This design comes from an exercise in tuning for small area on the open sky130 flow, not from production work.
Function was checked by simulation only, so behaviour that the tests miss may differ from the original.
Power figures rest on the tool's default switching activity, not on a simulated workload.

## rev 12
Design fpga_bridge, start of the top module:
module fpga_bridge
(
    input  wire        sys_clk,
    input  wire        sys_rst,
    input  wire        avl_waitrequest,
    output wire [31:0] avl_address,
    output wire        avl_read,
    output wire        avl_write,
    output wire [31:0] avl_writedata,
    output wire [3:0]  avl_byteenable,
    output wire [7:0]  avl_burstcount,
    input  wire        avl_readdatavalid,
    input  wire [31:0] avl_readdata,
    input  wire        st_valid,
    output wire        st_ready,
    input  wire [31:0] st_data,
    input  wire        st_startofpacket,
    input  wire        st_endofpacket,
    input  wire        s_cyc,
    input  wire        s_stb,
    input  wire [31:0] s_adr,
    input  wire        s_we,
    input  wire [31:0] s_dat_ms,
    input  wire [3:0]  s_sel,
    input  wire [2:0]  s_cti,
    input  wire [1:0]  s_bte,
    output wire        s_ack,
    output wire [31:0] s_dat_sm,
    output wire        s_err,
    output wire        s_rty,
    output wire        m_cyc,
    output wire        m_stb,
    output wire [31:0] m_adr,
    output wire        m_we,
    output wire [31:0] m_dat_ms,
    output wire [3:0]  m_sel,
    output wire [2:0]  m_cti,
    output wire [1:0]  m_bte,
    input  wire        m_ack,
    input  wire [31:0] m_dat_sm,
    input  wire        m_err,
    input  wire        m_rty,
    input  wire [31:0] img_addr
);
clock: 10.0 ns
lec_check: 0
cap_margin: 20
core_margin: 2
core_utilization: 40
slew_margin: 20
standard.sh (not shown) runs the stock make flow with config.mk's settings and CLKGATE_MAP_FILE= SYNTH_SCRIPT=/design/flow/synth_recipe.tcl, a recipe that flattens the netlist after the stock synthesis.
==> flow/flow/run.sh <==
#!/bin/bash
# Standard ORFS layout (the standard.sh, unchanged synthesis), with:
#  - port buffers made of sky130_fd_sc_hd__buf_1 instead of the default cell,
#  - clock tree built from small clock buffers, without dummy loads.
# Each step's full output goes to a log file in this folder.
set -euo pipefail
export BUFFER_PORTS_ARGS="-buffer_cell sky130_fd_sc_hd__buf_1"
export CTS_ARGS="-sink_clustering_enable -repair_clock_nets -dont_use_dummy_load -buf_list sky130_fd_sc_hd__clkbuf_4"
bash standard.sh synth > synth.log 2>&1
bash standard.sh finish > layout.log 2>&1
Rev 12 did not stop at any stage, and its layout met the timing, design-rule and antenna checks.
Input changes introduced in rev 13 (baseline for comparison: rev 12):
==> flow/flow/run.sh <==
#!/bin/bash
# Standard ORFS layout (the standard.sh, unchanged synthesis), with:
#  - port buffers made of sky130_fd_sc_hd__buf_1 instead of the default cell,
#  - a clock tree of small clock buffers, larger sink clusters, no dummy loads,
#  - synthesis buffers removed before placement,
#  - gates off the critical paths downsized after global routing (RECOVER_POWER).
# Each step's full output goes to a log file in this folder.
set -euo pipefail
export BUFFER_PORTS_ARGS="-buffer_cell sky130_fd_sc_hd__buf_1"
export CTS_ARGS="-sink_clustering_enable -repair_clock_nets -dont_use_dummy_load -buf_list sky130_fd_sc_hd__clkbuf_4 -sink_clustering_size 10 -sink_clustering_max_diameter 40"
export REMOVE_ABC_BUFFERS=1
export RECOVER_POWER=100
bash standard.sh synth > synth.log 2>&1
bash standard.sh finish > layout.log 2>&1
-- flow/config.mk --
<<< rev 12, line 7
export LEC_CHECK = 0
export CAP_MARGIN = 20
export CORE_MARGIN = 2
export CORE_UTILIZATION = 40
export SLEW_MARGIN = 20
>>> rev 13, line 7
export LEC_CHECK = 0
export CAP_MARGIN = 5
export CORE_MARGIN = 2
export CORE_UTILIZATION = 40
export SLEW_MARGIN = 5
[summary]
- Rev 13 ran in full, but the layout does not pass; the checks complain about capacitance limit, slew limit.
- Compared with rev 12, in rev 13 detailed-route wire length on metal 1 up 2.8%; final critical-path required period up 0.29 ns.
- Between rev 12 and rev 13, the part of the Yosys area used for sequential elements figures differ only marginally.
- Rev 12 and rev 13 ended up with nearly the same cell area after placement.
- Total length of routed wires up about 0.43% in rev 13 wrt rev 12
- Transition at the pin with the smallest max-transition slack in rev 13 vs rev 12: up 3.14 ns
- Between rev 13 and rev 12, the global-route wire length before repair does not differ in any meaningful way.
- Comparing rev 12 and rev 13, portion of total power attributed to sequential cells is higher on rev 13.
- Rev 13 vs rev 12 on biggest cell delay along the critical path: rev 13 is the lower one.

========
fpga_bridge, a different RTL version from the one above (not shown whole).
Size in the first run: ~1300 flip-flops, ~0.052 mm² of cells after synthesis.
==> flow/config.mk <==
export PLATFORM = sky130hd
export DESIGN_NAME = fpga_bridge
export DESIGN_NICKNAME = fpga_bridge
export VERILOG_FILES = /design/flow/design.v
export SDC_FILE = /design/flow/constraint.sdc
export NUM_CORES = 4
export LEC_CHECK = 0
export CAP_MARGIN = 10
export CORE_MARGIN = 2
export CORE_UTILIZATION = 40
export SLEW_MARGIN = 10
==> flow/constraint.sdc <==
create_clock -name core_clock -period 10.0 [get_ports {sys_clk}]
set_input_delay 2.0000 -clock core_clock [delete_from_list [all_inputs] [get_ports {sys_clk}]]
set_output_delay 2.0000 -clock core_clock [all_outputs]
set_load 0.01 [all_outputs]
==> flow/flow/run.sh <==
#!/bin/bash
# Standard ORFS layout (the standard.sh, unchanged synthesis), with:
#  - port buffers made of sky130_fd_sc_hd__buf_1 instead of the default cell,
#  - a clock tree of small clock buffers, larger sink clusters, no dummy loads,
#  - synthesis buffers removed before placement.
# Each step's full output goes to a log file in this folder.
set -euo pipefail
export BUFFER_PORTS_ARGS="-buffer_cell sky130_fd_sc_hd__buf_1"
export CTS_ARGS="-sink_clustering_enable -repair_clock_nets -dont_use_dummy_load -buf_list sky130_fd_sc_hd__clkbuf_8 -sink_clustering_size 18 -sink_clustering_max_diameter 40"
export REMOVE_ABC_BUFFERS=1
bash standard.sh synth > synth.log 2>&1
bash standard.sh finish > layout.log 2>&1
Edit:
--- a/flow/flow/run.sh
+++ b/flow/flow/run.sh
@@ -7,5 +7,5 @@
 set -euo pipefail
 export BUFFER_PORTS_ARGS="-buffer_cell sky130_fd_sc_hd__buf_1"
-export CTS_ARGS="-sink_clustering_enable -repair_clock_nets -dont_use_dummy_load -buf_list sky130_fd_sc_hd__clkbuf_8 -sink_clustering_size 18 -sink_clustering_max_diameter 40"
+export CTS_ARGS="-sink_clustering_enable -repair_clock_nets -dont_use_dummy_load -buf_list sky130_fd_sc_hd__clkbuf_4 -sink_clustering_size 10 -sink_clustering_max_diameter 40"
 export REMOVE_ABC_BUFFERS=1
 bash standard.sh synth > synth.log 2>&1
CAP_MARGIN = 5   (was 10)
CORE_UTILIZATION = 55   (was 40)
SLEW_MARGIN = 5   (was 10)
=>
- synthesized area stays the same
- routed wire length decreases by 5.3%
- cell count decreases by 8.4%
- worst setup slack gets better by 0.27 ns
Edit:
CORE_UTILIZATION = 40   (was 55)
Effect:
- The new run finished clean
- total power stays flat
- worst setup slack degrades by 0.54 ns
- via count goes down slightly
- worst hold slack degrades by 0.0050 ns
- die area goes up by well over a third
- cell area goes up slightly
Edit:
--- a/flow/flow/run.sh
+++ b/flow/flow/run.sh
@@ -7,5 +7,5 @@
 set -euo pipefail
 export BUFFER_PORTS_ARGS="-buffer_cell sky130_fd_sc_hd__buf_1"
-export CTS_ARGS="-sink_clustering_enable -repair_clock_nets -dont_use_dummy_load -buf_list sky130_fd_sc_hd__clkbuf_4 -sink_clustering_size 10 -sink_clustering_max_diameter 40"
+export CTS_ARGS="-sink_clustering_enable -repair_clock_nets -dont_use_dummy_load -buf_list sky130_fd_sc_hd__clkbuf_2 -sink_clustering_size 6 -sink_clustering_max_diameter 30"
 export REMOVE_ABC_BUFFERS=1
 bash standard.sh synth > synth.log 2>&1
Outcome: Routed wire length goes up by 0.66%; power increases by 2.1%; maximum frequency falls by 4.0%; sequential power hardly moves; register-to-register slack got worse by 0.03 ns; worst setup slack is worse by 0.39 ns; clock skew is higher by 0.13 ns; die area does not change; utilization rises by 0.18 points; cell count goes up by 2.3%.
Edit:
--- a/flow/flow/run.sh
+++ b/flow/flow/run.sh
@@ -7,5 +7,5 @@
 set -euo pipefail
 export BUFFER_PORTS_ARGS="-buffer_cell sky130_fd_sc_hd__buf_1"
-export CTS_ARGS="-sink_clustering_enable -repair_clock_nets -dont_use_dummy_load -buf_list sky130_fd_sc_hd__clkbuf_2 -sink_clustering_size 6 -sink_clustering_max_diameter 30"
+export CTS_ARGS="-sink_clustering_enable -repair_clock_nets -dont_use_dummy_load -buf_list sky130_fd_sc_hd__clkbuf_4 -sink_clustering_size 10 -sink_clustering_max_diameter 40"
 export REMOVE_ABC_BUFFERS=1
 bash standard.sh synth > synth.log 2>&1
CAP_MARGIN = 0   (was 5)
SLEW_MARGIN = 0   (was 5)
Sequential cell count is unchanged.
Area after synthesis stays the same.
Hold slack improved by 0.022 ns.
Final area came out lower slightly.
Register-to-register slack improved by 0.03 ns.
Sequential power is about the same.
Worst setup slack gets better by 0.39 ns.

========
exp/umber:
fpga_bridge with an RTL version that a note above also has.
Size in the first run: ~400 I/O pins, roughly 61000 um^2 of cells after synthesis.
clock: 10.0 ns
lec_check: 0
cap_margin: 5
core_margin: 2
core_utilization: 40
gpl_timing_driven: 0
slew_margin: 5
==> flow/flow/run.sh <==
#!/bin/bash
# Standard ORFS layout (the standard.sh, unchanged synthesis), with:
#  - port buffers made of sky130_fd_sc_hd__buf_1 instead of the default cell,
#  - a clock tree of small clock buffers, larger sink clusters, no dummy loads,
#  - synthesis buffers removed before placement.
# Each step's full output goes to a log file in this folder.
set -euo pipefail
export BUFFER_PORTS_ARGS="-buffer_cell sky130_fd_sc_hd__buf_1"
export CTS_ARGS="-sink_clustering_enable -repair_clock_nets -dont_use_dummy_load -buf_list sky130_fd_sc_hd__clkbuf_4 -sink_clustering_size 10 -sink_clustering_max_diameter 40"
export REMOVE_ABC_BUFFERS=1
bash standard.sh synth > synth.log 2>&1
bash standard.sh finish > layout.log 2>&1
[inputs] exp/raven vs exp/umber
# exp/umber
export LEC_CHECK = 0
export CAP_MARGIN = 5
export CORE_MARGIN = 2
export CORE_UTILIZATION = 40
export GPL_TIMING_DRIVEN = 0
export SLEW_MARGIN = 5
create_clock -name core_clock -period 10.0 [get_ports {sys_clk}]
# exp/raven
export LEC_CHECK = 0
export CAP_MARGIN = 20
export CORE_MARGIN = 2
export CORE_UTILIZATION = 40
export SLEW_MARGIN = 20
create_clock -name core_clock -period 10.0 [get_ports {sys_clk}]
==> flow/run.sh (new file) <==
#!/bin/bash
# synth_recipe.tcl (not shown) runs the flow's synth.tcl, then flattens the netlist and writes it again
# the make line also repeats each setting of config.mk as NAME=value (left out here)
make -C /OpenROAD-flow-scripts/flow DESIGN_CONFIG=/design/flow/config.mk WORK_HOME=/design/flow/orfs CLKGATE_MAP_FILE= SYNTH_SCRIPT=/design/flow/synth_recipe.tcl finish
removed: flow/flow/run.sh
removed: flow/standard.sh
Notes after the runs:
exp/raven ended with every stage complete and zero timing, DRC or antenna violations.
exp/raven vs. exp/umber: met3 track demand over resource stayed essentially flat; buffer depth of the longest clock path stayed essentially flat; average wire per cell in the routed design fell by 1.3%; total power density per cell area rose by 23%; global route total overflow stayed essentially flat.
[inputs] exp/pepper vs exp/raven
# exp/raven
export LEC_CHECK = 0
export CAP_MARGIN = 20
export CORE_MARGIN = 2
export CORE_UTILIZATION = 40
export SLEW_MARGIN = 20
create_clock -name core_clock -period 10.0 [get_ports {sys_clk}]
# exp/pepper
export LEC_CHECK = 0
export CAP_MARGIN = 5
export CORE_MARGIN = 2
export CORE_UTILIZATION = 40
export SLEW_MARGIN = 5
create_clock -name core_clock -period 10.0 [get_ports {sys_clk}]
==> flow/flow/run.sh (new file) <==
#!/bin/bash
# Standard ORFS layout (the standard.sh, unchanged synthesis), with:
#  - port buffers made of sky130_fd_sc_hd__buf_1 instead of the default cell,
#  - a clock tree of small clock buffers, larger sink clusters, no dummy loads,
#  - synthesis buffers removed before placement.
# Each step's full output goes to a log file in this folder.
set -euo pipefail
export BUFFER_PORTS_ARGS="-buffer_cell sky130_fd_sc_hd__buf_1"
export CTS_ARGS="-sink_clustering_enable -repair_clock_nets -dont_use_dummy_load -buf_list sky130_fd_sc_hd__clkbuf_4 -sink_clustering_size 10 -sink_clustering_max_diameter 40"
export REMOVE_ABC_BUFFERS=1
bash standard.sh synth > synth.log 2>&1
bash standard.sh finish > layout.log 2>&1
==> flow/standard.sh (new file) <==
#!/bin/bash
# synth_recipe.tcl (not shown) runs the flow's synth.tcl, then flattens the netlist and writes it again
# the make line also repeats each setting of config.mk as NAME=value (left out here)
make -C /OpenROAD-flow-scripts/flow DESIGN_CONFIG=/design/flow/config.mk WORK_HOME=/design/flow/orfs CLKGATE_MAP_FILE= SYNTH_SCRIPT=/design/flow/synth_recipe.tcl "${@:-finish}"
removed: flow/run.sh
- Comparing exp/raven against exp/pepper, there is no change at all in die area.
- Summary of exp/pepper over exp/raven: static leakage shrank by 11%; clock skew grew by 0.081 ns; vias per cell grew by 0.047.
- Of the two values seen for worst setup path startpoint, wshb2avl_i.r_wb_state[1] was produced by exp/pepper and wshb2avl_i.r_burst_count[0] by exp/raven.
- | highest clock rate | exp/pepper vs exp/raven | better |
- Of the two values seen for capturing element of the worst setup path, avl_address[31] was produced by exp/raven and s_ack by exp/pepper.
- Compared exp/raven against exp/pepper; routing usage on met2 within noise.
- exp/raven and exp/pepper all finish clean.
- exp/pepper vs. exp/raven: worst reg-to-reg setup slack increased 0.11 ns; total design power decreased 3.2 mW.

separate check: timing with driven ports:
How much do the figures lean on ideal ports? The routed layouts below were timed once more, with nothing changed but the port constraints.
Step 1 sets driving cells, clkbuf_16 on the clock port and buf_2 on the other inputs (assumed; they add their load-dependent delay and slew).
Step 2 times the ports against the registers' clock, not the clock port: input delays grow and output delays shrink by t, the midpoint of the rising clock arrivals with the driver on.
Slacks: no drivers / after step 1 / after step 2; pairs: no drivers / after step 1.
| run | t, ns | slack for setup (ns) | pins driven straight from the clock port |
|---|---|---|---|
| rev 12 | 1.280 | 1.537 / 1.455 / 2.302 | 1 |
| rev 13 | 1.226 | 1.243 / 1.165 / 2.089 | 1 |
| the first run of note 2 | 0.940 | 0.911 / 0.840 / 1.437 | 1 |
| the second run of note 2 | 1.151 | 1.180 / 1.113 / 2.264 | 1 |
| the third run of note 2 | 1.241 | 0.639 / 0.569 / 1.473 | 1 |
| the fourth run of note 2 | 1.655 | 0.246 / 0.174 / 1.483 | 1 |
| the fifth run of note 2 | 1.241 | 0.639 / 0.569 / 1.473 | 1 |
| exp/umber | 1.285 | 1.241 / 1.165 / 2.316 | 1 |
| exp/raven | 0.867 | 1.314 / 1.218 / 1.607 | 1 |
| exp/pepper | 1.232 | 1.498 / 1.422 / 2.305 | 1 |
